What follows belongs to an exercise in optimizing a design on an open flow for a short achievable clock period and few clock cycles; a production flow would make more cautious choices.
The RTL was checked by simulation tests, not by an equivalence proof against the original design.
Power figures rest on the tool's default switching activity, not on a simulated workload.

===== design.v =====
module CHIP(clk,
            rst_n,
            mem_wen_D,
            mem_addr_D,
            mem_wdata_D,
            mem_rdata_D,
            mem_addr_I,
            mem_rdata_I
    );
    input         clk, rst_n ;
    output        mem_wen_D  ;
    output [31:0] mem_addr_D ;
    output [31:0] mem_wdata_D;
    input  [31:0] mem_rdata_D;
    output [31:0] mem_addr_I ;
    input  [31:0] mem_rdata_I;
    function [31:0] bswap(input [31:0] v);
        bswap = {v[7:0], v[15:8], v[23:16], v[31:24]};
    endfunction
    function [31:0] ks_carry(input [31:0] g, input [31:0] p, input cin);
        reg [31:0] gg, pp, gn, pn;
        integer k, d;
        begin
            gg = g;
            gg[0] = g[0] | (p[0] & cin);
            pp = p;
            for (d = 1; d < 32; d = d * 2) begin
                gn = gg;
                pn = pp;
                for (k = d; k < 32; k = k + 1) begin
                    gn[k] = gg[k] | (pp[k] & gg[k-d]);
                    pn[k] = pp[k] & pp[k-d];
                end
                gg = gn;
                pp = pn;
            end
            ks_carry = gg;
        end
    endfunction
    function [32:0] ks_add(input [31:0] a, input [31:0] b, input cin);
        reg [31:0] g, p, gg, pp, gn, pn;
        integer k, d;
        begin
            g = a & b;
            p = a ^ b;
            gg = g;
            gg[0] = g[0] | (p[0] & cin);
            pp = p;
            for (d = 1; d < 32; d = d * 2) begin
                gn = gg;
                pn = pp;
                for (k = d; k < 32; k = k + 1) begin
                    gn[k] = gg[k] | (pp[k] & gg[k-d]);
                    pn[k] = pp[k] & pp[k-d];
                end
                gg = gn;
                pp = pn;
            end
            ks_add = {gg[31], p ^ {gg[30:0], cin}};
        end
    endfunction
    reg  [31:0] pc_f;
    reg  [31:0] ll_f;             
    reg  [31:0] ir_d;
    reg  [31:0] pc_d;
    reg         v_d, pt_d, pok_d;
    reg  [31:0] a_e, b_e, imm_e, link_e, tgt_e;
    reg  [31:0] p_e, pa_e, pk_e;
    reg         v_e;
    reg         s_add_e, s_sub_e, s_and_e, s_or_e, s_slt_e, s_link_e;
    reg         is_lw_e, is_sw_e, is_beq_e, is_jalr_e, pt_e;
    reg         wen_e;
    reg  [4:0]  rd_e;
    reg  [31:0] res_m, addr_m, wdata_m;
    reg         st_m, lw_m, wen_m;
    reg  [4:0]  rd_m;
    reg  [31:0] rf [1:31];
    reg  [31:0] rf_v;
    wire [31:0] ld_m = bswap(mem_rdata_D);
    wire [31:0] wb_m = lw_m ? ld_m : res_m;
    assign mem_addr_I  = pc_f;
    assign mem_addr_D  = addr_m;
    assign mem_wdata_D = wdata_m;
    assign mem_wen_D   = st_m;
    wire [31:0] in_f   = bswap(mem_rdata_I);
    wire        f_jal  = in_f[6:0] == 7'b1101111;
    wire        f_beq  = in_f[6:0] == 7'b1100011;
    wire        f_jalr = in_f[6:0] == 7'b1100111;
    wire        f_btk  = f_beq & (in_f[31] | (in_f[19:15] == in_f[24:20]));
    wire        s_f   = in_f[31];
    wire [11:0] lj_s, lb_s;
    wire [12:0] lo_jx, lo_bx, lo_ix;
    add11 u_addj (.a(pc_f[11:1]), .b({in_f[20], in_f[30:21]}), .s(lj_s));
    add11 u_addb (.a(pc_f[11:1]), .b({in_f[7], in_f[30:25], in_f[11:8]}), .s(lb_s));
    add12 u_addi (.a(ll_f[11:0]), .b(in_f[31:20]), .s(lo_ix));
    assign lo_jx = {lj_s, pc_f[0]};
    assign lo_bx = {lb_s, pc_f[0]};
    wire        ok_j  = (in_f[19:12] == {8{s_f}}) & (s_f == lo_jx[12]);
    wire        ok_b  = s_f == lo_bx[12];
    wire [31:0] tj_f = {pc_f[31:12], lo_jx[11:0]};
    wire [31:0] tb_f = {pc_f[31:12], lo_bx[11:0]};
    wire [31:0] tr_f = {ll_f[31:12], lo_ix[11:0]};
    wire        pok_f = f_jal ? ok_j : f_btk ? ok_b : 1'b1;
    wire [32:0] seq_x  = ks_add(pc_f, 32'd4, 1'b0);
    wire [31:0] seq_f  = seq_x[31:0];
    wire [6:0] op_d  = ir_d[6:0];
    wire [4:0] rd_d  = ir_d[11:7];
    wire [4:0] rs1_d = ir_d[19:15];
    wire [4:0] rs2_d = ir_d[24:20];
    wire d_alu  = v_d & (op_d == 7'b0110011);
    wire d_lw   = v_d & (op_d == 7'b0000011);
    wire d_sw   = v_d & (op_d == 7'b0100011);
    wire d_beq  = v_d & (op_d == 7'b1100011);
    wire d_jal  = v_d & (op_d == 7'b1101111);
    wire d_jalr = v_d & (op_d == 7'b1100111);
    wire use1_d = d_alu | d_lw | d_sw | d_beq | d_jalr;
    wire use2_d = d_alu | d_sw | d_beq;
    wire wr_d   = (d_alu | d_lw | d_jal | d_jalr) & (rd_d != 5'd0);
    wire [31:0] imm_i = {{21{ir_d[31]}}, ir_d[30:20]};
    wire [31:0] imm_s = {{21{ir_d[31]}}, ir_d[30:25], ir_d[11:7]};
    wire [31:0] imm_b = {{20{ir_d[31]}}, ir_d[7], ir_d[30:25], ir_d[11:8], 1'b0};
    wire [31:0] rf1 = (rs1_d != 5'd0 && rf_v[rs1_d]) ? rf[rs1_d] : 32'd0;
    wire [31:0] rf2 = (rs2_d != 5'd0 && rf_v[rs2_d]) ? rf[rs2_d] : 32'd0;
    wire [32:0] link_x = ks_add(pc_d, 32'd4, 1'b0);
    wire [32:0] tgt_x  = ks_add(pc_d, imm_b, 1'b0);
    wire [32:0] chk_x  = ks_add(pc_f, ~imm_i, 1'b1);
    wire [31:0] imm_j  = {{12{ir_d[31]}}, ir_d[19:12], ir_d[20], ir_d[30:21], 1'b0};
    wire [32:0] tgj_x  = ks_add(pc_d, imm_j, 1'b0);
    wire ex_wr  = v_e & wen_e;
    wire hit1_m = wen_m & (rd_m == rs1_d);
    wire hit2_m = wen_m & (rd_m == rs2_d);
    wire hit1_e = ex_wr & (rd_e == rs1_d);
    wire hit2_e = ex_wr & (rd_e == rs2_d);
    wire stall = v_e & is_lw_e & ((hit1_e & use1_d) | (hit2_e & use2_d));
    wire        dep0_d  = ((rs2_d == 5'd0) & (rs1_d == rd_e)) | ((rs1_d == 5'd0) & (rs2_d == rd_e));
    wire        zsub_d  = d_beq & !pt_d & ex_wr & s_sub_e & dep0_d;
    wire        ztk_d   = zsub_d & eq;
    wire        redir_d = ((v_d & !pok_d) | ztk_d) & !stall & !redir_e;
    wire [31:0] tgt_d   = d_jal ? tgj_x[31:0] : tgt_x[31:0];
    wire [31:0] a_nx   = hit1_e ? alu : hit1_m ? wb_m : rf1;
    wire [31:0] b_nx   = hit2_e ? alu : hit2_m ? wb_m : rf2;
    wire [31:0] imm_nx = d_sw ? imm_s : imm_i;
    wire [31:0] c_sum  = ks_carry(a_e & b_e, p_e, 1'b0);
    wire [31:0] c_diff = ks_carry(a_e & ~b_e, ~p_e, 1'b1);
    wire [31:0] c_addr = ks_carry(a_e & imm_e, pa_e, 1'b0);
    wire [31:0] c_cmp  = ks_carry({~a_e[31] & b_e[31], a_e[30:0] & ~b_e[30:0]}, ~p_e, 1'b1);
    wire [31:0] sum  = p_e ^ {c_sum[30:0], 1'b0};
    wire [31:0] diff = ~p_e ^ {c_diff[30:0], 1'b1};
    wire [31:0] addr = pa_e ^ {c_addr[30:0], 1'b0};
    wire        lt   = !c_cmp[31];
    wire        eq   = p_e == 32'd0;
    wire [31:0] alu = ({32{s_add_e}}  & sum)
                    | ({32{s_sub_e}}  & diff)
                    | ({32{s_and_e}}  & (a_e & b_e))
                    | ({32{s_or_e}}   & (a_e | b_e))
                    | ({32{s_slt_e}}  & {31'd0, lt})
                    | ({32{s_link_e}} & link_e);
    wire br_miss   = is_beq_e & (eq != pt_e);
    wire jalr_miss = is_jalr_e & (pk_e != 32'd0);
    wire redir_e   = v_e & (br_miss | jalr_miss);
    wire [31:0] tgx_e = is_jalr_e ? addr : eq ? tgt_e : link_e;
    integer j;
    wire        early_f = redir_e | redir_d | stall;
    wire [31:0] early_v = redir_e ? tgx_e : redir_d ? tgt_d : pc_f;
    wire        go_f    = rst_n & !early_f;
    wire        sel_e   = rst_n & early_f;
    wire        sel_j   = go_f & f_jal;
    wire        sel_b   = go_f & f_btk;
    wire        sel_r   = go_f & f_jalr;
    wire        sel_s   = go_f & !f_jal & !f_btk & !f_jalr;
    wire [31:0] next_f  = ({32{sel_j}} & tj_f) | ({32{sel_b}} & tb_f)
                        | ({32{sel_r}} & tr_f) | ({32{sel_s}} & seq_f)
                        | ({32{sel_e}} & early_v);
    always @(posedge clk)
        pc_f <= next_f;
    always @(posedge clk) begin
        if (!rst_n) begin
            ll_f <= 32'd0;
            v_d  <= 1'b0;
            v_e  <= 1'b0;
            st_m <= 1'b0;
            lw_m <= 1'b0;
            wen_m <= 1'b0;
            rf_v <= 32'd0;
        end else begin
            if (f_jal && in_f[11:7] != 5'd0) ll_f <= seq_f;
            if (redir_e | redir_d) v_d <= 1'b0;
            else if (!stall)       v_d <= 1'b1;
            v_e   <= !(redir_e | stall);
            st_m  <= v_e & is_sw_e;
            lw_m  <= v_e & is_lw_e;
            wen_m <= v_e & wen_e;
            for (j = 1; j < 32; j = j + 1)
                if (wen_m && rd_m == j) rf_v[j] <= 1'b1;
        end
    end
    always @(posedge clk) begin
        if (!stall) begin
            ir_d <= in_f;
            pc_d <= pc_f;
            pt_d <= f_btk;
            pok_d <= pok_f;
        end
        a_e    <= a_nx;
        b_e    <= b_nx;
        p_e    <= a_nx ^ b_nx;
        pa_e   <= a_nx ^ imm_nx;
        pk_e   <= a_nx ^ chk_x[31:0];
        imm_e  <= imm_nx;
        link_e <= link_x[31:0];
        tgt_e  <= tgt_x[31:0];
        pt_e   <= pt_d | ztk_d;
        rd_e   <= rd_d;
        s_add_e   <= d_alu & (ir_d[14:12] == 3'b000) & !ir_d[30];
        s_sub_e   <= d_alu & (ir_d[14:12] == 3'b000) & ir_d[30];
        s_and_e   <= d_alu & (ir_d[14:12] == 3'b111);
        s_or_e    <= d_alu & (ir_d[14:12] == 3'b110);
        s_slt_e   <= d_alu & (ir_d[14:12] == 3'b010);
        s_link_e  <= d_jal | d_jalr;
        is_lw_e   <= d_lw;
        is_sw_e   <= d_sw;
        is_beq_e  <= d_beq;
        is_jalr_e <= d_jalr;
        wen_e     <= wr_d;
        res_m   <= alu;
        addr_m  <= addr;
        wdata_m <= bswap(b_e);
        rd_m    <= rd_e;
        if (wen_m) rf[rd_m] <= wb_m;
    end
endmodule
module add11(input [10:0] a, input [10:0] b, output [11:0] s);
    wire [10:0] g = a & b;
    wire [10:0] p = a ^ b;
    reg  [10:0] gg, pp, gn, pn;
    integer k, d;
    always @(*) begin
        gg = g;
        pp = p;
        for (d = 1; d < 11; d = d * 2) begin
            gn = gg;
            pn = pp;
            for (k = d; k < 11; k = k + 1) begin
                gn[k] = gg[k] | (pp[k] & gg[k-d]);
                pn[k] = pp[k] & pp[k-d];
            end
            gg = gn;
            pp = pn;
        end
    end
    assign s = {gg[10], p ^ {gg[9:0], 1'b0}};
endmodule
module add12(input [11:0] a, input [11:0] b, output [12:0] s);
    wire [11:0] g = a & b;
    wire [11:0] p = a ^ b;
    reg  [11:0] gg, pp, gn, pn;
    integer k, d;
    always @(*) begin
        gg = g;
        pp = p;
        for (d = 1; d < 12; d = d * 2) begin
            gn = gg;
            pn = pp;
            for (k = d; k < 12; k = k + 1) begin
                gn[k] = gg[k] | (pp[k] & gg[k-d]);
                pn[k] = pp[k] & pp[k-d];
            end
            gg = gn;
            pp = pn;
        end
    end
    assign s = {gg[11], p ^ {gg[10:0], 1'b0}};
endmodule

===== standard.sh =====
#!/bin/bash
# synth_recipe.tcl (not shown) runs the flow's synth.tcl, then flattens the netlist and writes it again
# the make line also repeats each setting of config.mk as NAME=value (left out here)
make -C /OpenROAD-flow-scripts/flow DESIGN_CONFIG=/design/flow/config.mk WORK_HOME=/design/flow/orfs CLKGATE_MAP_FILE= SYNTH_SCRIPT=/design/flow/synth_recipe.tcl "${@:-finish}"

===== flow/run.sh =====
#!/bin/bash
# Standard ORFS layout, with timing repair aimed below the clock period:
# repair_timing keeps working until the setup slack reaches the margin.
set -euo pipefail
MARGIN=${MARGIN:-7.0}
bash standard.sh SETUP_SLACK_MARGIN=$MARGIN finish > flow_standard.log 2>&1

===== constraint.sdc =====
create_clock -name core_clock -period 10.5 [get_ports {clk}]
set_input_delay 2.1000 -clock core_clock [delete_from_list [all_inputs] [get_ports {clk}]]
set_output_delay 2.1000 -clock core_clock [all_outputs]
set_load 0.01 [all_outputs]

===== config.mk =====
export PLATFORM = sky130hd
export DESIGN_NAME = CHIP
export DESIGN_NICKNAME = CHIP
export VERILOG_FILES = /design/flow/design.v
export SDC_FILE = /design/flow/constraint.sdc
export NUM_CORES = 4
export LEC_CHECK = 0
export CAP_MARGIN = 20
export CORE_MARGIN = 2
export CORE_UTILIZATION = 40
export SLEW_MARGIN = 20
export SYNTH_HIERARCHICAL = 1

==> summary.txt, run 1 <==
Status
  • Status: no timing/DRC/antenna violations

Timing
  • RSZ-0062 raised after global routing: yes
  • Setup violators final: 0
  • Setup TNS: 0 ns
  • Final Hold Fails: 0
  • Slew at the pin closest to its max-slew limit: 1.07 ns
  • Final worst path period share: 34.6%
  • Minimum clock period: 3.63 ns
  • Worst relative slew slack: 28.6%
  • Worst-case clock skew: 0.0418 ns
  • Max Fclk: 275 MHz
  • Slew Limit Fails: 0

Power
  • Leak Pwr: 0.0284 uW
  • VDD IR-drop max: 184 uV
  • Power Density: 149 nW/um^2

Die
  • Initial Util: 40.1%
  • Row cnt: 160
  • Die ar.: 194000 um^2
  • Ports: 163
  • Die Span Y: 440 um
  • Die X: 440 um
  • Core Region: 190000 um^2

Detailed routing
  • Antenna viol nets, final: 0
  • Pre-antenna DRT Iters: 9
  • Initial DRC count: 6836
  • Routed length per placed instance: 31.8 um
  • DR vias/cell: 6.29
  • Via Count: 52.3k
  • Routed Wire Length: 264 mm
  • DRC viols: 0

Placed design
  • Port bufs: 162
  • Final HPWL DP: 166 mm
  • Gpl congestion: 0.969

Synthesis
  • Yosys warns: 9
  • Post-synthesis area per instance: 14.0 um^2
  • Mapped Cells: 5460
  • Syn nets: 5645
  • Synth Cell Area: 76200 um^2

Critical path
  • Worst stage delay on the critical path: 0.80 ns
  • WP data required: 10.92 ns
  • Buf/Inv on CP: 2
  • CP Max Fanout: 16
  • Crit path max-delay family: buffers and inverters
  • Arr. time, crit path: 4.05 ns
  • CP max-delay cell: mux2i_2
  • Startpoint Class: primary input
  • Setup CP Type: primary input to flop
  • Worst path cell trace: clkdlybuf4s50_1 > mux2i_2 > clkinvlp_4
  • Worst setup EP type: flop

Clock tree
  • CTS root buf: clkbuf_16
  • Clk Latency, worst-skew pair: 0.84 ns
  • Hold Buf Count CTS: 0
  • CTS tree: done
  • H-tree depth: 4
  • Clk slew on worst S/H paths: 0.06 ns
  • CTS Buf Count: 163
  • Clock Tree Buf Depth: 3
  • Clk sinks: 1521

Global route
  • Number of global-route vias before repair: 50.8k
  • Total track usage: 26.8%
  • Initial antenna violation count: 9
  • First-pass GRT wire length: 372 mm
  • Pin count of the biggest net entering global routing: 64
  • GRT overflow: 0

Layout
  • Filler cells: 16.6k
  • Post-layout util: 46.7%
  • Share of layout cells above drive strength 1: 27.1%
  • Final net count: 5853
  • Syn-to-layout area delta: 16.5%

Run
  • Maxcap violations: 0

Min path
  • Worst hold path type: flop to flop
-- routing by layer --
layer,share of wire (%),vias up,track usage (%)
li1,-,22100,-
met1,39,26700,35.1
met2,46,2872,42.3
met3,9.3,599,5.67
met4,5.6,6,13.2
met5,0.016,-,0
-- power by group --
| group | internal (uW) | switching, uW |
|---|---|---|
| combinational | 332 | 460 |
| clock | 3390 | 2530 |
| sequential | 6390 | 77.8 |
-- placed cells by master (no fill, tap or decap), types with 38 or more instances in the layout --
cell             count
o21ai_0            133
clkdlybuf4s50_1     41
a21o_1             103
a21oi_1            257
mux2i_1            183
edfxtp_1          1058
and3_1              46
dfxtp_1            383
nor2_1             313
ha_1                91
nand2b_1            43
xnor2_1            211
dfxtp_2             38
clkbuf_1            40
xor2_1             144
o21a_1              67
buf_4              177
nand3_1             94
clkbuf_16          171
nand4_1             54
dfxtp_4             42
mux4_2             588
o221ai_1            71
inv_1              109
nor3_1              45
nand2_1            260
buf_2               81
a211oi_1            43
-- cell type report --
type,instances,area (um^2),share of cell area (%)
diodes,1,2.50,0.00282
flip-flops and latches,1521,41200,46.5
inverters,119,468,0.527
multi-input cells,3457,34600,39.0
repair inverters,5,35.0,0.0395
well taps,2511,3140,3.54
repair buffers,401,3720,4.19
clock buffers,221,4540,5.12
clock inverters,80,925,1.04
-- stage by stage --
stage | worst slack, ns | std cells | cell area [um^2] | hold slack [ns] | total power [uW]
finish | 6.87 | 8316 | 88700 | 0.387 | 13200
global route | 6.94 | 8315 | 88700 | 0.403 | 13500
CTS | 6.96 | 8272 | 87900 | 0.375 | 13200
detailed placement | 4.94 | 7868 | 80600 | 0.369 | 7310
global placement | 4.90 | 7868 | 80600 | 0.369 | 7310
floorplan | 6.65 | 5460 | 76400 | 0.331 | 7050
-- worst register-to-register path, stage by stage, from the launching register on --
cell and delay (ns):
dfxtp_1 0.60, nand2b_1 0.23, o211ai_1 0.09, a211oi_1 0.63, a21oi_1 0.23, nor3_1 0.30
xnor2_1 0.16, a221o_1 0.39, o21a_2 0.40, xnor3_1 0.38
-- path summary, 6_finish.rpt --
check	start	end	slack, ns	cells after the start
worst min-delay path	pc_d[0]	tgt_e[0]	0.39	0
worst min register to register	pc_d[0]	tgt_e[0]	0.39	0
worst max register to register	b_e[8]	pk_e[24]	6.96	9
worst max-delay path	mem_rdata_D[29]	rf[4][5]	6.87	3
-- sequential cells by signal (all words and copies together) (netlist names), 31 cells and up, named ones only --
name     flops
rf         992
a_e         32
addr_m      32
b_e         32
ir_d        32
ll_f        32
p_e         32
pa_e        32
pc_d        32
pc_f        32
pk_e        32
res_m       32
tgt_e       32
wdata_m     32
link_e      31
rf_v        31
-- timing repair --
item,CTS,global route
buffers inserted,91,33
gates cloned,12,9
endpoints found under the setup margin,329,281
gates resized for setup,725,160
pin swaps,26,29
Testbench counts, summed over its fixed seeds: cycles 88,243.
==> run 2: changes to the inputs <==
==> flow/run.sh (replaced) <==
#!/bin/bash
# Standard ORFS layout, with timing repair aimed below the clock period:
# repair_timing keeps working until the setup slack reaches the margin.
set -euo pipefail
MARGIN=${MARGIN:-7.5}
bash standard.sh SETUP_SLACK_MARGIN=$MARGIN finish > flow_standard.log 2>&1
==> summary.txt, run 2 <==
Status
  • Status: no timing/DRC/antenna violations

Layout
  • Sequential cell area: 41400 um^2 (+0.31%)
  • Syn-to-layout area delta: 28.1%
  • Number of flip-flops in the largest register: 992 (unchanged)
  • Final instance area: 97600 um^2 (+10%)
  • Share of layout cells above drive strength 1: 39.0% (+12 points)
  • Most common cell after layout, fill and taps aside: edfxtp_1
  • Filler cells: 15.6k (-6.1%)
  • Area occupied by multi-input gates: 37900 um^2 (+9.4%)
  • Most frequent cells in the layout: edfxtp_1 (1058), mux4_2 (588), buf_4 (373)
  • Final net count: 6233 (+6.5%)
  • Register with the most flip-flops: rf

Power
  • Leak Pwr: 0.0318 uW (+12%)
  • Power Density: 139 nW/um^2 (-6.6%)
  • VDD IR-drop max: 139 uV (-25%)
  • Tot Pwr: 13500 uW (+2.7%)

Run
  • Maxcap violations: 0 (unchanged)

Timing
  • Final WS setup: 7.01 ns (+0.144 ns)
  • Max Fclk: 287 MHz (+4.1%)
  • Minimum clock period: 3.49 ns (-0.144 ns)
  • Final Hold Fails: 0 (unchanged)
  • Slew Limit Fails: 0 (unchanged)
  • Setup TNS: 0 ns (unchanged)
  • Worst relative slew slack: 24.4% (-4.2 points)
  • Final worst path period share: 33.2% (-1.4 points)
  • RSZ-0062 raised after global routing: yes
  • Setup violators final: 0 (unchanged)
  • Slew at the pin closest to its max-slew limit: 1.13 ns (+0.0642 ns)
  • Worst-case clock skew: 0.0573 ns (+0.0155 ns)

Critical path
  • FF-to-FF path depth: 13 (+4)
  • Worst stage delay on the critical path: 0.41 ns (-0.39 ns)
  • CP startpoint: wdata_m[30]
  • WP data required: 8.40 ns (-2.52 ns)
  • Worst setup EP type: output port
  • Reg2reg start: ir_d[8]
  • CP Max Fanout: 1 (-15)
  • Worst flop-to-flop path endpoint: pc_f[23]
  • R2R Setup Slk: 7.14 ns (+0.18 ns)
  • Startpoint Class: flop
  • Crit path max-delay family: flip-flops
  • Arr. time, crit path: 1.39 ns (-2.66 ns)
  • Setup CP Type: flop to output port
  • WP depth: 1 (-2)
  • Worst path cell trace: buf_6
  • Setup crit end: mem_wdata_D[30]
  • Buf/Inv on CP: 1 (-1)
  • CP max-delay cell: dfxtp_4

Clock tree
  • Clk Latency, worst-skew pair: 0.87 ns (+0.03 ns)
  • Clock Tree Buf Depth: 3 (unchanged)
  • H-tree depth: 4 (unchanged)
  • Hold Buf Count CTS: 0 (unchanged)
  • Clk sinks: 1521 (unchanged)
  • CTS tree: done
  • CTS Buf Count: 167 (+2.5%)
  • Clk slew on worst S/H paths: 0.06 ns (about the same)
  • CTS root buf: clkbuf_16

Global route
  • Pin count of the biggest net entering global routing: 64 (unchanged)
  • Number of global-route vias before repair: 53.7k (+5.7%)
  • GRT overflow: 0 (unchanged)
  • Initial antenna violation count: 13 (+4)
  • First-pass GRT wire length: 403 mm (+8.3%)
  • Total track usage: 29.2% (+2.4 points)

Placed design
  • Port bufs: 162 (unchanged)
  • Gpl congestion: 0.968 (about the same)
  • Dpl cell area: 80900 um^2 (+0.39%)
  • Final HPWL DP: 164 mm (-0.85%)
  • Worst slack at placement: 4.95 ns (+0.00917 ns)

Synthesis
  • Post-synthesis area per instance: 14.0 um^2 (unchanged)
  • Syn nets: 5645 (unchanged)
  • Mapped Cells: 5460 (unchanged)
  • Yosys warns: 9 (unchanged)
  • Synth Cell Area: 76200 um^2 (unchanged)

Detailed routing
  • Routed length per placed instance: 33.6 um (+5.5%)
  • DRC viols: 0 (unchanged)
  • Via Count: 55.7k (+6.4%)
  • Antenna viol nets, final: 0 (unchanged)
  • Pre-antenna DRT Iters: 9 (unchanged)
  • Routed Wire Length: 292 mm (+11%)
  • Initial DRC count: 7344 (+7.4%)
  • DR vias/cell: 6.39 (+1.6%)

Die
  • Die ar.: 194000 um^2 (unchanged)
  • Die Span Y: 440 um (unchanged)
  • Core Region: 190000 um^2 (unchanged)
  • Initial Util: 40.1% (unchanged)
  • Die X: 440 um (unchanged)
  • Ports: 163 (unchanged)
  • Row cnt: 160 (unchanged)

Min path
  • Worst hold path type: flop to flop
==> run 2: cell count changes in the layout (fill, tap and decap cells not counted), moves of 36 or more <==
cell,before,now
buf_4,177,373
buf_6,28,149
o221ai_1,71,21
buf_2,81,32
a21oi_1,257,212
dfxtp_1,383,338
mux2i_1,183,139
buf_16,8,51
mux2i_4,5,45
buf_12,26,63
inv_1,109,73
==> run 2: power by group <==
part / internal [uW] / switching (uW) / total (uW)
clock network: 3440 / 2620 / 6060
logic: 463 / 553 / 1020
registers: 6380 / 74.2 / 6460
==> run 2: how the worst min path moves through the flow <==
stage,from,endpoint,slack [ns],cells after the start
finish,b_e[3],wdata_m[27],0.39,0
global route,pc_d[0],tgt_e[0],0.40,0
CTS,pc_d[0],tgt_e[0],0.38,0
detailed placement,pc_d[0],tgt_e[0],0.37,0
global placement,pc_d[0],tgt_e[0],0.37,0
floorplan,pa_e[0],addr_m[0],0.33,0
==> run 2: what timing repair did <==
action	CTS	global route
resized for setup	1403	425
pin swaps	200	210
buffers inserted	319	114
endpoints found under the setup margin	743	608
gates cloned	71	19
==> run 2: cell type report <==
| class | instances | share of cell area, % |
|---|---|---|
| repair inverters | 17 | 0.131 |
| clock buffers | 215 | 4.67 |
| inverters | 119 | 0.564 |
| flip-flops and latches | 1521 | 42.4 |
| clock inverters | 101 | 1.15 |
| repair buffers | 759 | 9.02 |
| multi-input cells | 3463 | 38.8 |
| well taps | 2511 | 3.22 |
| diodes | 9 | 0.0231 |
==> run 2: worst reg2reg max path, cell delays in order (launching register included) <==
cell and delay [ns]:
edfxtp_1 0.45, ha_2 0.24, fa_2 0.40, a21o_4 0.24, a2111oi_4 0.41, or3b_4 0.21, nand3_4 0.08, o41ai_4 0.23
buf_4 0.19, o21ai_4 0.07, o21ai_4 0.23, xnor2_1 0.11, o221ai_1 0.19, o2111ai_1 0.15
==> run 2: metal layers <==
metal | track usage [%] | vias up | routed length (um)
met2 | 46.0 | 3500 | 135000
li1 | - | 22900 | -
met3 | 5.78 | 782 | 29600
met1 | 37.7 | 28400 | 108000
met4 | 16.8 | 8 | 19100
met5 | 0 | - | 53
==> run 2: metrics by stage <==
| step | util [%] | cells | hold WS [ns] |
|---|---|---|---|
| after CTS | 49.6 | 8572 | 0.380 |
| after global placement | 42.6 | 7866 | 0.367 |
| after global routing | 51.4 | 8708 | 0.396 |
| final | 51.4 | 8715 | 0.394 |
| after floorplan | - | 5460 | 0.331 |
| after detailed placement | 42.6 | 7866 | 0.365 |
==> run 3: changes to the inputs <==
--- a/design.v
+++ b/design.v
@@ -60,6 +60,7 @@
         end
     endfunction
     reg  [31:0] pc_f;
+    reg  [31:0] pc_o;             
     reg  [31:0] ll_f;             
     reg  [31:0] ir_d;
     reg  [31:0] pc_d;
@@ -78,7 +79,7 @@
     reg  [31:0] rf_v;
     wire [31:0] ld_m = bswap(mem_rdata_D);
     wire [31:0] wb_m = lw_m ? ld_m : res_m;
-    assign mem_addr_I  = pc_f;
+    assign mem_addr_I  = pc_o;
     assign mem_addr_D  = addr_m;
     assign mem_wdata_D = wdata_m;
     assign mem_wen_D   = st_m;
@@ -173,6 +174,9 @@
                         | ({32{sel_e}} & early_v);
     always @(posedge clk)
         pc_f <= next_f;
+    always @(posedge clk)
+        if (!rst_n) pc_o <= 32'd0;
+        else        pc_o <= next_f;
     always @(posedge clk) begin
         if (!rst_n) begin
             ll_f <= 32'd0;
==> summary.txt, run 3 <==
Status
  • Status: no timing/DRC/antenna violations

Timing
  • RSZ-0062 raised after global routing: yes
  • Max Fclk: 288 MHz (+0.55%)
  • Slew Limit Fails: 0 (unchanged)
  • Setup violators final: 0 (unchanged)
  • Worst relative slew slack: 27.4% (+3.1 points)
  • Worst-case clock skew: 0.0701 ns (+0.0127 ns)
  • Slew at the pin closest to its max-slew limit: 1.09 ns (-0.0461 ns)
  • Minimum clock period: 3.47 ns (-0.0190 ns)
  • Final worst path period share: 33.0% (-0.18 points)
  • Setup TNS: 0 ns (unchanged)
  • Final Hold Fails: 0 (unchanged)

Clock tree
  • Clk sinks: 1553 (+2.1%)
  • Hold Buf Count CTS: 0 (unchanged)
  • CTS tree: done
  • Clk Latency, worst-skew pair: 0.85 ns (-0.02 ns)
  • CTS root buf: clkbuf_16
  • Clock Tree Buf Depth: 3 (unchanged)
  • CTS Buf Count: 167 (unchanged)
  • H-tree depth: 4 (unchanged)
  • Clk slew on worst S/H paths: 0.06 ns (about the same)

Detailed routing
  • Initial DRC count: 7381 (+0.50%)
  • Antenna viol nets, final: 0 (unchanged)
  • DRC viols: 0 (unchanged)
  • Routed Wire Length: 279 mm (-4.7%)
  • Routed length per placed instance: 32.6 um (-2.8%)
  • Via Count: 54.5k (-2.1%)
  • Pre-antenna DRT Iters: 9 (unchanged)
  • DR vias/cell: 6.38 (-0.22%)

Critical path
  • WP depth: 1 (unchanged)
  • Setup CP Type: flop to output port
  • Worst setup EP type: output port
  • Buf/Inv on CP: 1 (unchanged)
  • FF-to-FF path depth: 13 (unchanged)
  • CP Max Fanout: 1 (unchanged)
  • Worst flop-to-flop path endpoint: pk_e[31]
  • Arr. time, crit path: 1.37 ns (-0.02 ns)
  • WP data required: 8.40 ns (about the same)
  • Startpoint Class: flop
  • Worst path cell trace: buf_6
  • CP max-delay cell: dfxtp_4
  • Reg2reg start: ir_d[15]
  • Worst stage delay on the critical path: 0.41 ns (about the same)
  • R2R Setup Slk: 7.12 ns (-0.02 ns)
  • Crit path max-delay family: flip-flops

Layout
  • Register with the most flip-flops: rf
  • Share of layout cells above drive strength 1: 34.5% (-4.4 points)
  • Number of flip-flops in the largest register: 992 (unchanged)
  • Most frequent cells in the layout: edfxtp_1 (1058), mux4_2 (587), dfxtp_1 (384)
  • Syn-to-layout area delta: 23.0%
  • Filler cells: 16.0k (+2.6%)
  • Final net count: 6077 (-2.5%)
  • Final cell count without fillers: 8547 (-1.9%)
  • Most common cell after layout, fill and taps aside: edfxtp_1
  • Post-layout util: 49.6% (-1.8 points)

Die
  • Die ar.: 196000 um^2 (+0.88%)
  • Core Region: 191000 um^2 (+0.42%)
  • Initial Util: 40.3% (+0.19 points)
  • Die Span Y: 442 um (+0.44%)
  • Die X: 442 um (+0.44%)
  • Ports: 163 (unchanged)
  • Row cnt: 160 (unchanged)

Power
  • Comb power frac: 6.8% (-0.7 points)
  • Power Density: 144 nW/um^2 (+3.8%)
  • Psw: 3180 uW (-2.3%)
  • Clock Power Share: 44.6% (-0.2 points)
  • Leak Pwr: 0.0308 uW (-3.2%)
  • Power Internal: 10400 uW (+1.4%)
  • VDD IR-drop max: 164 uV (+18%)
  • Sequential Power Share: 48.6% (+0.9 points)
  • Sw frac: 23.4% (-0.66 points)

Global route
  • Pin count of the biggest net entering global routing: 64 (unchanged)
  • Initial antenna violation count: 12 (-1)
  • Total track usage: 27.5% (-1.7 points)
  • GRT overflow: 0 (unchanged)
  • First-pass GRT wire length: 388 mm (-3.5%)
  • Number of global-route vias before repair: 52.7k (-1.9%)

Synthesis
  • Syn nets: 5695 (+0.89%)
  • Synth Cell Area: 76900 um^2 (+0.89%)
  • Yosys warns: 9 (unchanged)
  • Mapped Cells: 5510 (+0.92%)
  • Post-synthesis area per instance: 13.9 um^2 (about the same)

Placed design
  • Inst Count DP: 7915 (+0.62%)
  • Port bufs: 162 (unchanged)
  • Final HPWL DP: 166 mm (+0.98%)
  • Gpl congestion: 0.938 (-3.2%)

Min path
  • HP Start: pc_d[0]
  • Hold path depth: 0 (unchanged)
  • Worst hold path type: flop to flop
  • Min-Delay Endpoint: tgt_e[0]

Run
  • Maxcap violations: 0 (unchanged)
## run 3: final cells by class
class | count | area (um^2) | share of cell area [%]
diodes | 2 | 5.00 | 0.00530
clock buffers | 221 | 4640 | 4.91
clock inverters | 90 | 1020 | 1.08
inverters | 98 | 399 | 0.422
multi-input cells | 3503 | 36800 | 39.0
flip-flops and latches | 1553 | 41900 | 44.3
well taps | 2511 | 3140 | 3.32
repair buffers | 569 | 6580 | 6.97
## run 3: stage by stage
| step | hold WS [ns] | setup slack, ns | total power [uW] | instance area [um^2] |
|---|---|---|---|---|
| 2_1_floorplan | 0.331 | 6.51 | 7200 | 77600 |
| 3_3_place_gp | 0.360 | 4.93 | 7460 | 81600 |
| 3_5_place_dp | 0.367 | 4.85 | 7460 | 81600 |
| 4_1_cts | 0.394 | 6.99 | 13600 | 92600 |
| 5_1_grt | 0.396 | 6.97 | 13900 | 94500 |
| 6_report | 0.403 | 7.03 | 13600 | 94500 |
## run 3: worst max path at each step
stage	startpoint	endpoint	slack (ns)
after floorplan	mem_rdata_I[3]	pc_f[11]	6.51
after global placement	mem_rdata_I[14]	pc_f[14]	4.93
after detailed placement	mem_rdata_I[0]	pc_f[14]	4.85
after CTS	wdata_m[25]	mem_wdata_D[25]	6.99
after global routing	mem_rdata_I[12]	pc_o[6]	6.97
final	wdata_m[16]	mem_wdata_D[16]	7.03
## run 3: power by group through the flow
stage                     registers, uW  logic [uW]  clock network, uW
after floorplan                    6690         513                  0
after global placement             6760         700                  0
after detailed placement           6760         704                  0
after CTS                          6600         880               6130
after global routing               6610         968               6370
final                              6610         926               6070
## run 3: routing by layer
metal / global-route usage (%) / vias to the layer above / share of wire (%) / routed length (um)
met4: 14.4 / 6 / 5.9 / 16400
met1: 36.2 / 28000 / 39 / 108000
met3: 5.34 / 650 / 9.4 / 26200
met2: 43.2 / 3169 / 46 / 129000
li1: - / 22700 / - / -
met5: 0 / - / 0.015 / 41
## run 3: what timing repair did
item / in CTS / in global routing
buffers inserted: 195 / 77
gates resized for setup: 1231 / 233
setup endpoints to repair: 438 / 375
pin swaps: 164 / 143
gates cloned: 36 / 11
Testbench counts of run 3, summed over its fixed seeds: cycles 88,243.
==> run 4: changes to the inputs <==
--- a/design.v
+++ b/design.v
@@ -60,7 +60,6 @@
         end
     endfunction
     reg  [31:0] pc_f;
-    reg  [31:0] pc_o;             
     reg  [31:0] ll_f;             
     reg  [31:0] ir_d;
     reg  [31:0] pc_d;
@@ -79,7 +78,7 @@
     reg  [31:0] rf_v;
     wire [31:0] ld_m = bswap(mem_rdata_D);
     wire [31:0] wb_m = lw_m ? ld_m : res_m;
-    assign mem_addr_I  = pc_o;
+    assign mem_addr_I  = pc_f;
     assign mem_addr_D  = addr_m;
     assign mem_wdata_D = wdata_m;
     assign mem_wen_D   = st_m;
@@ -174,9 +173,6 @@
                         | ({32{sel_e}} & early_v);
     always @(posedge clk)
         pc_f <= next_f;
-    always @(posedge clk)
-        if (!rst_n) pc_o <= 32'd0;
-        else        pc_o <= next_f;
     always @(posedge clk) begin
         if (!rst_n) begin
             ll_f <= 32'd0;
--- a/config.mk
+++ b/config.mk
@@ -8,5 +8,7 @@
 export CAP_MARGIN = 20
 export CORE_MARGIN = 2
 export CORE_UTILIZATION = 40
+export CTS_CLUSTER_DIAMETER = 200
+export CTS_CLUSTER_SIZE = 20
 export SLEW_MARGIN = 20
 export SYNTH_HIERARCHICAL = 1
==> summary.txt, run 4 <==
Global route
  • Pin count of the biggest net entering global routing: 64 (unchanged)
  • Number of global-route vias before repair: 53.3k (+1.0%)
  • GRT overflow: 0 (unchanged)
  • First-pass GRT wire length: 402 mm (+3.4%)
  • Total track usage: 29.1% (+1.6 points)
  • Initial antenna violation count: 22 (+10)

Layout
  • Filler cells: 15.9k (-0.63%)
  • Most frequent cells in the layout: edfxtp_1 (1058), mux4_2 (588), buf_4 (359)
  • Area occupied by multi-input gates: 37800 um^2 (+2.6%)
  • Most common cell after layout, fill and taps aside: edfxtp_1
  • Register with the most flip-flops: rf
  • Sequential cell area: 41400 um^2 (-1.2%)
  • Share of layout cells above drive strength 1: 37.2% (+2.6 points)
  • Syn-to-layout area delta: 23.8%
  • Number of flip-flops in the largest register: 992 (unchanged)
  • Final cell count without fillers: 8543 (-0.047%)
  • Final net count: 6155 (+1.3%)

Placed design
  • Port bufs: 162 (unchanged)
  • Gpl congestion: 0.968 (+3.3%)
  • Worst slack at placement: 4.95 ns (+0.104 ns)
  • Inst Count DP: 7866 (-0.62%)
  • Final HPWL DP: 164 mm (-0.97%)

Detailed routing
  • Via Count: 55.1k (+1.1%)
  • DRC viols: 0 (unchanged)
  • Routed length per placed instance: 34.1 um (+4.5%)
  • Routed Wire Length: 291 mm (+4.5%)
  • Initial DRC count: 7366 (-0.20%)
  • Pre-antenna DRT Iters: 10 (+1)
  • Antenna viol nets, final: 0 (unchanged)
  • DR vias/cell: 6.45 (+1.2%)

Die
  • Die ar.: 194000 um^2 (-0.87%)
  • Die Span Y: 440 um (-0.44%)
  • Initial Util: 40.1% (-0.19 points)
  • Ports: 163 (unchanged)
  • Die X: 440 um (-0.44%)
  • Row cnt: 160 (unchanged)
  • Core Region: 190000 um^2 (-0.42%)

Power
  • Psw: 2720 uW (-14%)
  • Clock Power Share: 33.1% (-12 points)
  • VDD IR-drop max: 120 uV (-27%)
  • Sw frac: 24.4% (+1.1 points)
  • Power Internal: 8410 uW (-19%)
  • Power Density: 118 nW/um^2 (-18%)
  • Comb power frac: 9.0% (+2.2 points)
  • Leak Pwr: 0.0303 uW (-1.6%)
  • Sequential Power Share: 57.9% (+9.3 points)

Timing
  • Final Hold Fails: 0 (unchanged)
  • Setup TNS: 0 ns (unchanged)
  • Final WS setup: 7.06 ns (+0.0266 ns)
  • RSZ-0062 raised after global routing: yes
  • Slew at the pin closest to its max-slew limit: 1.05 ns (-0.0426 ns)
  • Final worst path period share: 32.8% (-0.25 points)
  • Worst relative slew slack: 30.3% (+2.8 points)
  • Worst-case clock skew: 0.0558 ns (-0.0143 ns)
  • Slew Limit Fails: 0 (unchanged)
  • Max Fclk: 291 MHz (+0.77%)
  • Setup violators final: 0 (unchanged)
  • Minimum clock period: 3.44 ns (-0.0266 ns)

Clock tree
  • CTS Buf Count: 86 (-49%)
  • Clk Latency, worst-skew pair: 0.77 ns (-0.08 ns)
  • Hold Buf Count CTS: 0 (unchanged)
  • Clk slew on worst S/H paths: 0.11 ns (+0.05 ns)
  • H-tree depth: 3 (-1)
  • Clock Tree Buf Depth: 3 (unchanged)
  • CTS root buf: clkbuf_16
  • Clk sinks: 1521 (-2.1%)
  • CTS tree: done

Run
  • Maxcap violations: 0 (unchanged)

Critical path
  • R2R Setup Slk: 7.12 ns (about the same)
  • CP Max Fanout: 2 (+1)
  • Startpoint Class: flop
  • Arr. time, crit path: 1.34 ns (-0.03 ns)
  • Reg2reg start: p_e[30]
  • Setup CP Type: flop to output port
  • WP data required: 8.40 ns (about the same)
  • Worst setup EP type: output port
  • Worst flop-to-flop path endpoint: pc_f[0]
  • FF-to-FF path depth: 13 (unchanged)
  • Setup crit end: mem_addr_I[2]
  • CP startpoint: pc_f[2]

Status
  • Status: no timing/DRC/antenna violations

Synthesis
  • Mapped Cells: 5460 (-0.91%)
  • Syn nets: 5645 (-0.88%)
  • Yosys warns: 9 (unchanged)
  • Post-synthesis area per instance: 14.0 um^2 (about the same)
  • Synth Cell Area: 76200 um^2 (-0.88%)

Min path
  • Worst hold path type: flop to flop
run 4: power groups by stage:
| stage | combinational, uW | clock, uW | sequential, uW |
|---|---|---|---|
| after floorplan | 495 | 0 | 6560 |
| after global placement | 696 | 0 | 6620 |
| after CTS | 938 | 3740 | 6440 |
| after global routing | 1040 | 3920 | 6450 |
| after detailed placement | 698 | 0 | 6620 |
| final | 997 | 3680 | 6450 |
run 4: worst min path at each step:
stage | start | endpoint | slack (ns) | cells past startpoint
floorplan | pa_e[0] | addr_m[0] | 0.33 | 0
global placement | pc_d[0] | tgt_e[0] | 0.37 | 0
detailed placement | pc_d[0] | tgt_e[0] | 0.37 | 0
CTS | pa_e[0] | addr_m[0] | 0.38 | 0
global route | pa_e[0] | addr_m[0] | 0.39 | 0
finish | pa_e[0] | addr_m[0] | 0.38 | 0
run 4: metrics by stage:
step                total power, uW  utilization (%)  hold WS [ns]  area (um^2)
global route                  11400             49.7         0.391        94300
floorplan                      7050                -         0.331        76700
detailed placement             7310             42.6         0.365        80900
CTS                           11100             48.2         0.384        91500
global placement               7310             42.6         0.367        80900
finish                        11100             49.7         0.383        94300
run 4: area by class of cell:
class	instances	area share (%)
flip-flops and latches	1521	43.9
multi-input cells	3467	40.1
repair buffers	758	9.32
well taps	2511	3.33
clock buffers	142	2.53
inverters	119	0.573
clock inverters	7	0.154
repair inverters	17	0.135
diodes	1	0.00265
run 4: worst max-delay path, cell delays in order (launching register included):
cell and delay (ns):
dfxtp_2 0.34, buf_12 0.12, buf_6 0.11
run 4: layer usage:
metal	part of all wire, %	routed length [um]	up-vias	GRT usage [%]
met3	9.5	27600	721	4.88
li1	-	-	22700	-
met5	0.047	136	-	0
met4	6.2	18100	20	15.9
met2	47	136000	3309	46.3
met1	38	109000	28400	38.1
run 4: what timing repair did:
item	CTS	global route
cloned	81	12
setup endpoints to repair	862	547
buffers inserted	334	99
resized for setup	1456	363
pin swaps	226	195
Testbench counts of run 4, summed over its fixed seeds: cycles 88,243.
==> run 5: changes to the inputs <==
--- a/design.v
+++ b/design.v
@@ -60,6 +60,7 @@
         end
     endfunction
     reg  [31:0] pc_f;
+    reg  [31:0] pc_o;             
     reg  [31:0] ll_f;             
     reg  [31:0] ir_d;
     reg  [31:0] pc_d;
@@ -78,7 +79,7 @@
     reg  [31:0] rf_v;
     wire [31:0] ld_m = bswap(mem_rdata_D);
     wire [31:0] wb_m = lw_m ? ld_m : res_m;
-    assign mem_addr_I  = pc_f;
+    assign mem_addr_I  = pc_o;
     assign mem_addr_D  = addr_m;
     assign mem_wdata_D = wdata_m;
     assign mem_wen_D   = st_m;
@@ -173,6 +174,9 @@
                         | ({32{sel_e}} & early_v);
     always @(posedge clk)
         pc_f <= next_f;
+    always @(posedge clk)
+        if (!rst_n) pc_o <= 32'd0;
+        else        pc_o <= next_f;
     always @(posedge clk) begin
         if (!rst_n) begin
             ll_f <= 32'd0;
==> flow/run.sh (replaced) <==
#!/bin/bash
# Standard ORFS layout, with timing repair aimed below the clock period
# (repair_timing keeps working until the setup slack reaches the margin) and
# the port buffers made of plain buffers instead of delay cells.
set -euo pipefail
MARGIN=${MARGIN:-7.5}
bash standard.sh SETUP_SLACK_MARGIN=$MARGIN \
  "BUFFER_PORTS_ARGS=-buffer_cell sky130_fd_sc_hd__buf_4" \
  finish > flow_standard.log 2>&1
--- a/config.mk
+++ b/config.mk
@@ -8,7 +8,5 @@
 export CAP_MARGIN = 20
 export CORE_MARGIN = 2
 export CORE_UTILIZATION = 40
-export CTS_CLUSTER_DIAMETER = 200
-export CTS_CLUSTER_SIZE = 20
 export SLEW_MARGIN = 20
 export SYNTH_HIERARCHICAL = 1
==> summary.txt, run 5 <==
Status
  • Status: no timing/DRC/antenna violations

Timing
  • RSZ-0062 raised after global routing: yes
  • Final Hold Fails: 0 (unchanged)
  • Setup TNS: 0 ns (unchanged)
  • Setup violators final: 0 (unchanged)
  • Slew at the pin closest to its max-slew limit: 1.08 ns (+0.0317 ns)
  • Minimum clock period: 3.55 ns (+0.106 ns)
  • Final WS setup: 6.95 ns (-0.106 ns)
  • Worst relative slew slack: 28.0% (-2.3 points)
  • Final worst path period share: 33.8% (+1.0 points)
  • Worst-case clock skew: 0.0508 ns (-0.00499 ns)
  • Max Fclk: 282 MHz (-3.0%)
  • Slew Limit Fails: 0 (unchanged)
  • Worst hold margin: 0.372 ns (-0.0114 ns)

Detailed routing
  • Via Count: 54.2k (-1.6%)
  • Routed length per placed instance: 33.2 um (-2.5%)
  • Routed Wire Length: 283 mm (-2.9%)
  • Pre-antenna DRT Iters: 9 (-1)
  • DRC viols: 0 (unchanged)
  • Antenna viol nets, final: 0 (unchanged)
  • Initial DRC count: 7638 (+3.7%)
  • DR vias/cell: 6.37 (-1.2%)

Layout
  • Most frequent cells in the layout: edfxtp_1 (1058), mux4_2 (587), dfxtp_1 (339)
  • Share of layout cells above drive strength 1: 34.8% (-2.4 points)
  • Register with the most flip-flops: rf
  • Number of flip-flops in the largest register: 992 (unchanged)
  • Filler cells: 16.1k (+1.5%)
  • Final net count: 6039 (-1.9%)
  • Most common cell after layout, fill and taps aside: edfxtp_1
  • Syn-to-layout area delta: 22.2%
  • Final cell count without fillers: 8504 (-0.46%)
  • Post-layout util: 49.3% (-0.40 points)

Clock tree
  • H-tree depth: 4 (+1)
  • CTS tree: done
  • Clk sinks: 1553 (+2.1%)
  • CTS root buf: clkbuf_16
  • Hold Buf Count CTS: 0 (unchanged)
  • Clk slew on worst S/H paths: 0.07 ns (-0.04 ns)
  • CTS Buf Count: 169 (+97%)
  • Clock Tree Buf Depth: 3 (unchanged)
  • Clk Latency, worst-skew pair: 0.85 ns (+0.08 ns)

Critical path
  • Reg2reg start: ir_d[31]
  • Worst setup EP type: flop
  • Worst flop-to-flop path endpoint: pc_o[26]
  • WP data required: 11.21 ns (+2.81 ns)
  • CP Max Fanout: 5 (+3)
  • FF-to-FF path depth: 13 (unchanged)
  • Setup CP Type: primary input to flop
  • R2R Setup Slk: 7.12 ns (about the same)
  • Arr. time, crit path: 4.26 ns (+2.92 ns)
  • Startpoint Class: primary input

Placed design
  • Worst slack at placement: 5.50 ns (+0.554 ns)
  • Port bufs: 162 (unchanged)
  • Gpl congestion: 0.940 (-2.9%)
  • Inst Count DP: 7919 (+0.67%)
  • Final HPWL DP: 170 mm (+3.5%)

Global route
  • Number of global-route vias before repair: 52.9k (-0.69%)
  • Total track usage: 28.2% (-0.89 points)
  • Pin count of the biggest net entering global routing: 64 (unchanged)
  • GRT overflow: 0 (unchanged)
  • Initial antenna violation count: 15 (-32%)
  • First-pass GRT wire length: 396 mm (-1.3%)

Die
  • Die ar.: 196000 um^2 (+0.88%)
  • Ports: 163 (unchanged)
  • Die X: 442 um (+0.44%)
  • Row cnt: 160 (unchanged)
  • Initial Util: 40.3% (+0.19 points)
  • Core Region: 191000 um^2 (+0.42%)
  • Die Span Y: 442 um (+0.44%)

Min path
  • Worst hold path type: flop to flop
  • HP Start: rd_e[4]
  • Min-Delay Endpoint: rd_m[4]
  • Hold path depth: 0 (unchanged)

Power
  • Leak Pwr: 0.0304 uW (+0.45%)
  • Power Density: 146 nW/um^2 (+23%)
  • VDD IR-drop max: 184 uV (+53%)

Synthesis
  • Yosys warns: 9 (unchanged)
  • Syn nets: 5695 (+0.89%)
  • Synth Cell Area: 76900 um^2 (+0.89%)
  • Mapped Cells: 5510 (+0.92%)
  • Post-synthesis area per instance: 13.9 um^2 (about the same)

Run
  • Maxcap violations: 0 (unchanged)
## run 5: how the worst max path moves through the flow
stage                              start               to  slack, ns
after global placement    mem_rdata_I[0]         pc_f[14]       5.52
after detailed placement            flop          p_e[29]       5.50
final                     mem_rdata_I[0]         pc_f[12]       6.95
after CTS                    wdata_m[17]  mem_wdata_D[17]       6.99
after global routing      mem_rdata_I[0]          pc_o[3]       6.87
after floorplan           mem_rdata_I[3]         pc_f[11]       6.51
## run 5: what timing repair did
action                                  in CTS  in global routing
buffers inserted                           169                 63
pin swaps                                  172                128
endpoints found under the setup margin     426                348
cloned                                      40                  2
resized for setup                          762                172
## run 5: final cells by class
| type | count | area, um^2 | share of cell area, % |
|---|---|---|---|
| Tap cell | 2511 | 3140 | 3.35 |
| Clock inverter | 76 | 927 | 0.987 |
| Multi-Input combinational cell | 3500 | 36400 | 38.8 |
| Sequential cell | 1553 | 42000 | 44.7 |
| Inverter | 98 | 410 | 0.437 |
| Timing Repair Buffer | 531 | 6260 | 6.66 |
| Antenna cell | 3 | 7.51 | 0.00799 |
| Clock buffer | 231 | 4760 | 5.07 |
| Timing Repair inverter | 1 | 8.76 | 0.00933 |
## run 5: critical path, stage by stage
cell and delay, ns:
buf_12 0.10, xor2_1 0.17, nor3_2 0.22, a31oi_2 0.13, nor4_2 0.31, buf_4 0.18, nand2b_4 0.16, buf_12 0.12
buf_12 0.10, or4_4 0.18, nor2_1 0.06, nor2_1 0.13, a21oi_2 0.05, a211o_1 0.25
## run 5: through the flow
step	instance area, um^2	power (uW)
floorplan	77600	7200
global route	93900	14000
finish	93900	13700
detailed placement	81300	7460
global placement	81300	7460
CTS	92600	13700
## run 5: report_power, final
part / switching, uW / total (uW) / internal (uW)
registers: 82.3 / 6600 / 6520
logic: 517 / 934 / 418
clock network: 2560 / 6140 / 3580
## run 5: layer usage
metal  up-vias  wire length [um]  GRT usage (%)
met1     27900            111000           38.2
met5         -                11              0
met3       586             25200           4.19
met2      3094            132000           45.0
li1      22600                 -              -
met4         2             14000           12.9
Testbench counts of run 5, summed over its fixed seeds: cycles 88,243.
==> run 6: changes to the inputs <==
--- a/flow/run.sh
+++ b/flow/run.sh
@@ -3,7 +3,7 @@
 # (repair_timing keeps working until the setup slack reaches the margin) and
 # the port buffers made of plain buffers instead of delay cells.
 set -euo pipefail
-MARGIN=${MARGIN:-7.5}
+MARGIN=${MARGIN:-8.0}
 bash standard.sh SETUP_SLACK_MARGIN=$MARGIN \
   "BUFFER_PORTS_ARGS=-buffer_cell sky130_fd_sc_hd__buf_4" \
   finish > flow_standard.log 2>&1
==> summary.txt, run 6 <==
Layout
  • Final net count: 6146 (+1.8%)
  • Most common cell after layout, fill and taps aside: edfxtp_1
  • Register with the most flip-flops: rf
  • Most frequent cells in the layout: edfxtp_1 (1058), mux4_2 (587), dfxtp_1 (324)
  • Number of flip-flops in the largest register: 992 (unchanged)
  • Syn-to-layout area delta: 26.2%
  • Filler cells: 15.7k (-2.3%)
  • Share of layout cells above drive strength 1: 39.3% (+4.5 points)

Detailed routing
  • DR vias/cell: 6.40 (+0.46%)
  • Via Count: 55.1k (+1.7%)
  • Routed Wire Length: 284 mm (+0.32%)
  • Antenna viol nets, final: 0 (unchanged)
  • Initial DRC count: 6901 (-9.6%)
  • Routed length per placed instance: 32.9 um (-0.93%)
  • Pre-antenna DRT Iters: 9 (unchanged)
  • DRC viols: 0 (unchanged)

Power
  • VDD IR-drop max: 164 uV (-11%)
  • Power Internal: 10300 uW (-1.7%)
  • Sequential Power Share: 48.8% (+0.5 points)
  • Clock Power Share: 43.8% (-1.1 points)
  • Sw frac: 23.7% (+0.56 points)
  • Power Density: 140 nW/um^2 (-4.1%)
  • Leak Pwr: 0.0315 uW (+3.4%)
  • Psw: 3210 uW (+1.4%)
  • Comb power frac: 7.5% (+0.7 points)

Critical path
  • Startpoint Class: primary input
  • Worst setup EP type: flop
  • CP Max Fanout: 7 (+2)
  • WP data required: 11.24 ns (+0.03 ns)
  • Setup CP Type: primary input to flop
  • FF-to-FF path depth: 12 (-1)
  • Arr. time, crit path: 4.33 ns (+0.07 ns)

Global route
  • Pin count of the biggest net entering global routing: 64 (unchanged)
  • Number of global-route vias before repair: 53.5k (+1.2%)
  • Total track usage: 28.3% (+0.063 points)
  • Initial antenna violation count: 8 (-7)
  • GRT overflow: 0 (unchanged)
  • First-pass GRT wire length: 399 mm (+0.56%)

Clock tree
  • CTS Buf Count: 166 (-1.8%)
  • Clk Latency, worst-skew pair: 0.85 ns (about the same)
  • CTS root buf: clkbuf_16
  • H-tree depth: 4 (unchanged)
  • CTS tree: done
  • Clk slew on worst S/H paths: 0.06 ns (about the same)
  • Clock Tree Buf Depth: 3 (unchanged)
  • Clk sinks: 1553 (unchanged)

Timing
  • Setup violators final: 0 (unchanged)
  • Minimum clock period: 3.60 ns (+0.0505 ns)
  • Worst hold margin: 0.382 ns (+0.0103 ns)
  • Final worst path period share: 34.3% (+0.48 points)
  • Setup TNS: 0 ns (unchanged)
  • Max Fclk: 278 MHz (-1.4%)
  • Worst relative slew slack: 17.5% (-11 points)
  • Worst-case clock skew: 0.0425 ns (-0.00825 ns)
  • Slew at the pin closest to its max-slew limit: 1.24 ns (+0.160 ns)
  • Final Hold Fails: 0 (unchanged)
  • RSZ-0062 raised after global routing: yes
  • Slew Limit Fails: 0 (unchanged)

Die
  • Die X: 442 um (unchanged)
  • Row cnt: 160 (unchanged)
  • Core Region: 191000 um^2 (unchanged)
  • Die ar.: 196000 um^2 (unchanged)
  • Ports: 163 (unchanged)
  • Initial Util: 40.3% (unchanged)
  • Die Span Y: 442 um (unchanged)

Status
  • Status: no timing/DRC/antenna violations

Synthesis
  • Mapped Cells: 5510 (unchanged)
  • Syn nets: 5695 (unchanged)
  • Yosys warns: 9 (unchanged)
  • Post-synthesis area per instance: 13.9 um^2 (unchanged)
  • Synth Cell Area: 76900 um^2 (unchanged)

Run
  • Maxcap violations: 0 (unchanged)

Placed design
  • Gpl congestion: 0.943 (+0.37%)
  • Port bufs: 162 (unchanged)
  • Final HPWL DP: 164 mm (-3.4%)

Min path
  • Worst hold path type: flop to flop
  • Hold path depth: 0 (unchanged)
[run 6: power groups by stage]
stage / Sequential (uW) / Clock (uW) / Combinational [uW]
after floorplan: 6690 / 0 / 519
after global placement: 6750 / 0 / 701
after detailed placement: 6750 / 0 / 704
after CTS: 6600 / 5980 / 969
after global routing: 6600 / 6230 / 1050
final: 6600 / 5930 / 1010
[run 6: timing repair]
item / CTS / global route
pin swaps: 241 / 136
setup endpoints to repair: 550 / 618
setup buffers: 281 / 50
gates resized for setup: 1068 / 246
gates cloned: 67 / 0
hold buffers: 0 / 0
[run 6: per-layer routing]
metal / track usage, % / share of wire [%] / up-vias
met3: 5.53 / 9.5 / 655
li1: - / - / 22800
met5: 0 / 0.0085 / -
met4: 14.7 / 5.8 / 4
met1: 36.8 / 38 / 28500
met2: 45.0 / 47 / 3167
[run 6: layout make-up]
type	instances	area (um^2)	area share (%)
tap	2511	3140	3.24
inverter	98	442	0.455
clock buffer	234	4640	4.78
multi-input combinational	3501	38100	39.3
timing repair inverter	3	23.8	0.0245
sequential	1553	42000	43.3
antenna	1	2.50	0.00258
timing repair buffer	638	7830	8.07
clock inverter	72	810	0.834
[run 6: final timing paths]
check / startpoint / to / slack [ns]
hold reg to reg: pc_d[0] / tgt_e[0] / 0.38
setup / recovery: mem_rdata_I[11] / pc_f[25] / 6.90
hold / removal: pc_d[0] / tgt_e[0] / 0.38
setup reg to reg: ir_d[31] / pc_o[26] / 7.05
[run 6: stage by stage]
stage / setup slack [ns] / total power [uW] / util, % / instances / area (um^2)
floorplan: 6.51 / 7210 / - / 5510 / 77900
global placement: 5.41 / 7450 / 42.7 / 7906 / 81400
detailed placement: 5.36 / 7460 / 42.7 / 7906 / 81400
CTS: 6.98 / 13500 / 50.1 / 8560 / 95500
global route: 6.88 / 13900 / 50.9 / 8610 / 97000
finish: 6.90 / 13500 / 50.9 / 8611 / 97000
[run 6: critical path, cell delays in order]
cell	delay (ns)
buf_12	0.11
xor2_4	0.18
nor3_2	0.07
a31oi_2	0.27
nor4_4	0.07
buf_4	0.16
nand2b_4	0.20
or4_4	0.65
buf_6	0.17
nor3b_2	0.16
a221oi_2	0.05
o21ai_1	0.12
==> run 7: changes to the inputs <==
--- a/design.v
+++ b/design.v
@@ -84,9 +84,9 @@
     assign mem_wdata_D = wdata_m;
     assign mem_wen_D   = st_m;
     wire [31:0] in_f   = bswap(mem_rdata_I);
-    wire        f_jal  = in_f[6:0] == 7'b1101111;
-    wire        f_beq  = in_f[6:0] == 7'b1100011;
-    wire        f_jalr = in_f[6:0] == 7'b1100111;
+    wire        f_jal  = in_f[6] & in_f[3];
+    wire        f_beq  = in_f[6] & !in_f[2];
+    wire        f_jalr = in_f[6] & in_f[2] & !in_f[3];
     wire        f_btk  = f_beq & (in_f[31] | (in_f[19:15] == in_f[24:20]));
     wire        s_f   = in_f[31];
     wire [11:0] lj_s, lb_s;
@@ -108,12 +108,12 @@
     wire [4:0] rd_d  = ir_d[11:7];
     wire [4:0] rs1_d = ir_d[19:15];
     wire [4:0] rs2_d = ir_d[24:20];
-    wire d_alu  = v_d & (op_d == 7'b0110011);
-    wire d_lw   = v_d & (op_d == 7'b0000011);
-    wire d_sw   = v_d & (op_d == 7'b0100011);
-    wire d_beq  = v_d & (op_d == 7'b1100011);
-    wire d_jal  = v_d & (op_d == 7'b1101111);
-    wire d_jalr = v_d & (op_d == 7'b1100111);
+    wire d_alu  = v_d & !op_d[6] & op_d[4];
+    wire d_lw   = v_d & !op_d[6] & !op_d[5];
+    wire d_sw   = v_d & !op_d[6] & op_d[5] & !op_d[4];
+    wire d_beq  = v_d & op_d[6] & !op_d[2];
+    wire d_jal  = v_d & op_d[6] & op_d[3];
+    wire d_jalr = v_d & op_d[6] & op_d[2] & !op_d[3];
     wire use1_d = d_alu | d_lw | d_sw | d_beq | d_jalr;
     wire use2_d = d_alu | d_sw | d_beq;
     wire wr_d   = (d_alu | d_lw | d_jal | d_jalr) & (rd_d != 5'd0);
@@ -160,7 +160,6 @@
     wire jalr_miss = is_jalr_e & (pk_e != 32'd0);
     wire redir_e   = v_e & (br_miss | jalr_miss);
     wire [31:0] tgx_e = is_jalr_e ? addr : eq ? tgt_e : link_e;
-    integer j;
     wire        early_f = redir_e | redir_d | stall;
     wire [31:0] early_v = redir_e ? tgx_e : redir_d ? tgt_d : pc_f;
     wire        go_f    = rst_n & !early_f;
@@ -177,6 +176,7 @@
     always @(posedge clk)
         if (!rst_n) pc_o <= 32'd0;
         else        pc_o <= next_f;
+    integer j;
     always @(posedge clk) begin
         if (!rst_n) begin
             ll_f <= 32'd0;
==> flow/run.sh (replaced) <==
#!/bin/bash
# Standard ORFS layout, with timing repair aimed below the clock period:
# repair_timing keeps working until the setup slack reaches the margin.
set -euo pipefail
MARGIN=${MARGIN:-7.5}
bash standard.sh SETUP_SLACK_MARGIN=$MARGIN finish > flow_standard.log 2>&1
==> summary.txt, run 7 <==
Status
  • Status: no timing/DRC/antenna violations

Layout
  • Number of flip-flops in the largest register: 992 (unchanged)
  • Most common cell after layout, fill and taps aside: edfxtp_1
  • Syn-to-layout area delta: 25.8%
  • Final cell count without fillers: 8606 (-0.058%)
  • Post-layout util: 50.6% (-0.33 points)
  • Share of layout cells above drive strength 1: 36.6% (-2.7 points)
  • Final net count: 6144 (-0.033%)
  • Most frequent cells in the layout: edfxtp_1 (1056), mux4_2 (588), dfxtp_1 (384)
  • Register with the most flip-flops: rf

Placed design
  • Worst slack at placement: 5.34 ns (-0.0211 ns)
  • Gpl congestion: 0.927 (-1.7%)
  • Port bufs: 160 (-1.2%)
  • Inst Count DP: 7893 (-0.16%)
  • Final HPWL DP: 159 mm (-3.4%)

Detailed routing
  • Via Count: 54.5k (-1.2%)
  • Pre-antenna DRT Iters: 9 (unchanged)
  • Antenna viol nets, final: 0 (unchanged)
  • DRC viols: 0 (unchanged)
  • Routed length per placed instance: 32.5 um (-1.4%)
  • DR vias/cell: 6.33 (-1.1%)
  • Routed Wire Length: 280 mm (-1.4%)
  • Initial DRC count: 7068 (+2.4%)

Synthesis
  • Synth Cell Area: 76400 um^2 (-0.58%)
  • Syn nets: 5668 (-0.47%)
  • Post-synthesis area per instance: 13.9 um^2 (about the same)
  • Yosys warns: 9 (unchanged)
  • Mapped Cells: 5483 (-0.49%)

Global route
  • First-pass GRT wire length: 388 mm (-2.6%)
  • Total track usage: 28.0% (-0.25 points)
  • Number of global-route vias before repair: 52.5k (-1.9%)
  • Initial antenna violation count: 9 (+1)
  • GRT overflow: 0 (unchanged)
  • Pin count of the biggest net entering global routing: 67 (+4.7%)

Timing
  • Max Fclk: 284 MHz (+2.3%)
  • Worst-case clock skew: 0.0767 ns (+0.0342 ns)
  • Setup violators final: 0 (unchanged)
  • Setup TNS: 0 ns (unchanged)
  • Final WS setup: 6.98 ns (+0.0813 ns)
  • Final worst path period share: 33.5% (-0.77 points)
  • RSZ-0062 raised after global routing: yes
  • Final Hold Fails: 0 (unchanged)
  • Slew at the pin closest to its max-slew limit: 1.11 ns (-0.129 ns)
  • Worst relative slew slack: 26.1% (+8.6 points)
  • Minimum clock period: 3.52 ns (-0.0813 ns)
  • Slew Limit Fails: 0 (unchanged)

Power
  • Psw: 4040 uW (+26%)
  • Leak Pwr: 0.0336 uW (+6.6%)
  • VDD IR-drop max: 177 uV (+7.9%)
  • Power Density: 158 nW/um^2 (+13%)
  • Tot Pwr: 15200 uW (+12%)
  • Power Internal: 11200 uW (+7.9%)
  • Comb power frac: 16.0% (+8.5 points)
  • Sequential Power Share: 45.7% (-3.1 points)
  • Sw frac: 26.6% (+2.9 points)
  • Clock Power Share: 38.4% (-5.4 points)

Critical path
  • Worst flop-to-flop path endpoint: pc_o[24]
  • Crit path max-delay family: simple AND/OR/NAND/NOR gates
  • Reg2reg start: p_e[25]
  • R2R Setup Slk: 6.98 ns (-0.07 ns)
  • Setup CP Type: flop to flop
  • Arr. time, crit path: 4.19 ns (-0.14 ns)
  • CP Max Fanout: 8 (+1)
  • Buf/Inv on CP: 5 (+2)
  • Worst path cell trace: or4_4 > nand4bb_4 > nor3_4 > buf_4 > o211ai_1 > buf_4 > nand2_8 > or4_4 > nor2_4 > buf_12 > buf_16 > buf_12 > a222oi_1 > o31ai_1
  • Startpoint Class: flop
  • CP max-delay cell: or4_4
  • Worst stage delay on the critical path: 0.55 ns (-0.10 ns)
  • WP data required: 11.18 ns (-0.06 ns)
  • FF-to-FF path depth: 14 (+2)
  • Worst setup EP type: flop

Clock tree
  • CTS Buf Count: 165 (-0.60%)
  • CTS tree: done
  • Clk slew on worst S/H paths: 0.07 ns (about the same)
  • Clk sinks: 1551 (-0.13%)
  • CTS root buf: clkbuf_16
  • Clock Tree Buf Depth: 3 (unchanged)
  • H-tree depth: 4 (unchanged)
  • Hold Buf Count CTS: 0 (unchanged)
  • Clk Latency, worst-skew pair: 0.84 ns (about the same)

Min path
  • HP Start: b_e[30]
  • Min-Delay Endpoint: wdata_m[6]
  • Worst hold path type: flop to flop
  • Hold path depth: 0 (unchanged)

Die
  • Die Span Y: 441 um (-0.29%)
  • Die X: 441 um (-0.29%)
  • Initial Util: 40.2% (-0.11 points)
  • Ports: 163 (unchanged)
  • Die ar.: 195000 um^2 (-0.58%)
  • Row cnt: 160 (unchanged)
  • Core Region: 190000 um^2 (-0.32%)

Run
  • Maxcap violations: 0 (unchanged)
==> run 7: worst max-delay path by stage <==
stage,slack (ns),depth (start not counted),endpoint,start
2_1_floorplan,6.60,12,pc_f[23],mem_rdata_I[12]
3_3_place_gp,5.31,10,pc_o[6],mem_rdata_I[12]
3_5_place_dp,5.34,10,pc_o[9],mem_rdata_I[12]
4_1_cts,7.01,1,mem_wdata_D[24],wdata_m[24]
5_1_grt,6.90,14,pc_o[24],p_e[25]
6_report,6.98,14,pc_o[24],p_e[25]
==> run 7: timing repair <==
item,in CTS,in global routing
pin swaps,138,142
gates cloned,64,18
endpoints found under the setup margin,867,659
buffers inserted,218,110
gates resized for setup,1238,343
==> run 7: metrics by stage <==
step                      hold WS, ns  instance area, um^2
after floorplan                 0.331                77300
after global placement          0.359                81500
after CTS                       0.375                93100
after detailed placement        0.360                81500
after global routing            0.401                96100
final                           0.395                96100
==> run 7: area by class of cell <==
class	count	area, um^2
tap	2511	3140
antenna	3	7.51
fill	15700	93900
inverter	122	564
timing repair buffer	635	7620
clock buffer	216	4490
timing repair inverter	19	144
clock inverter	84	855
multi-input combinational	3465	37400
sequential	1551	41800
==> run 7: power by group through the flow <==
| stage | logic, uW | clock network (uW) | registers (uW) |
|---|---|---|---|
| 3_5_place_dp | 1790 | 0 | 7080 |
| 6_report | 2430 | 5830 | 6940 |
| 2_1_floorplan | 1310 | 0 | 6950 |
| 5_1_grt | 2560 | 6140 | 6950 |
| 3_3_place_gp | 1770 | 0 | 7080 |
| 4_1_cts | 2210 | 5880 | 6930 |
==> run 7: per-layer routing <==
layer  track usage, %  vias up  routed length, um
met5                0        -                 13
met1             36.8    28000             107000
li1                 -    22800                  -
met4             14.7        2              17100
met2             44.4     3073             130000
met3             5.04      667              25700
Testbench counts of run 7, summed over its fixed seeds: cycles 88,243.

==> separate check: timing with driven ports <==
The results above use ideal ports. As a check the final layouts listed here were re-extracted and re-timed, cells and wires unchanged.
Step 1 sets driving cells, clkbuf_16 on the clock port and buf_2 on the other inputs (assumed; they add their load-dependent delay and slew).
Step 2 times the ports against the registers' clock, not the clock port: input delays grow and output delays shrink by t, the midpoint of the rising clock arrivals with the driver on.
Three values: ideal ports, drivers, drivers and shift; two values: the first two.
| run | t, ns | slack for setup (ns) |
|---|---|---|
| run 1 | 0.904 | 6.870 / 6.910 / 6.019 |
| run 2 | 0.933 | 7.013 / 6.921 / 6.297 |
| run 3 | 0.907 | 7.032 / 6.942 / 6.163 |
| run 4 | 0.836 | 7.059 / 6.966 / 6.306 |
| run 5 | 0.911 | 6.953 / 6.947 / 6.078 |
| run 6 | 0.925 | 6.902 / 6.945 / 6.027 |
| run 7 | 0.893 | 6.984 / 6.966 / 6.177 |
After both steps setup and hold are still met in every run listed.
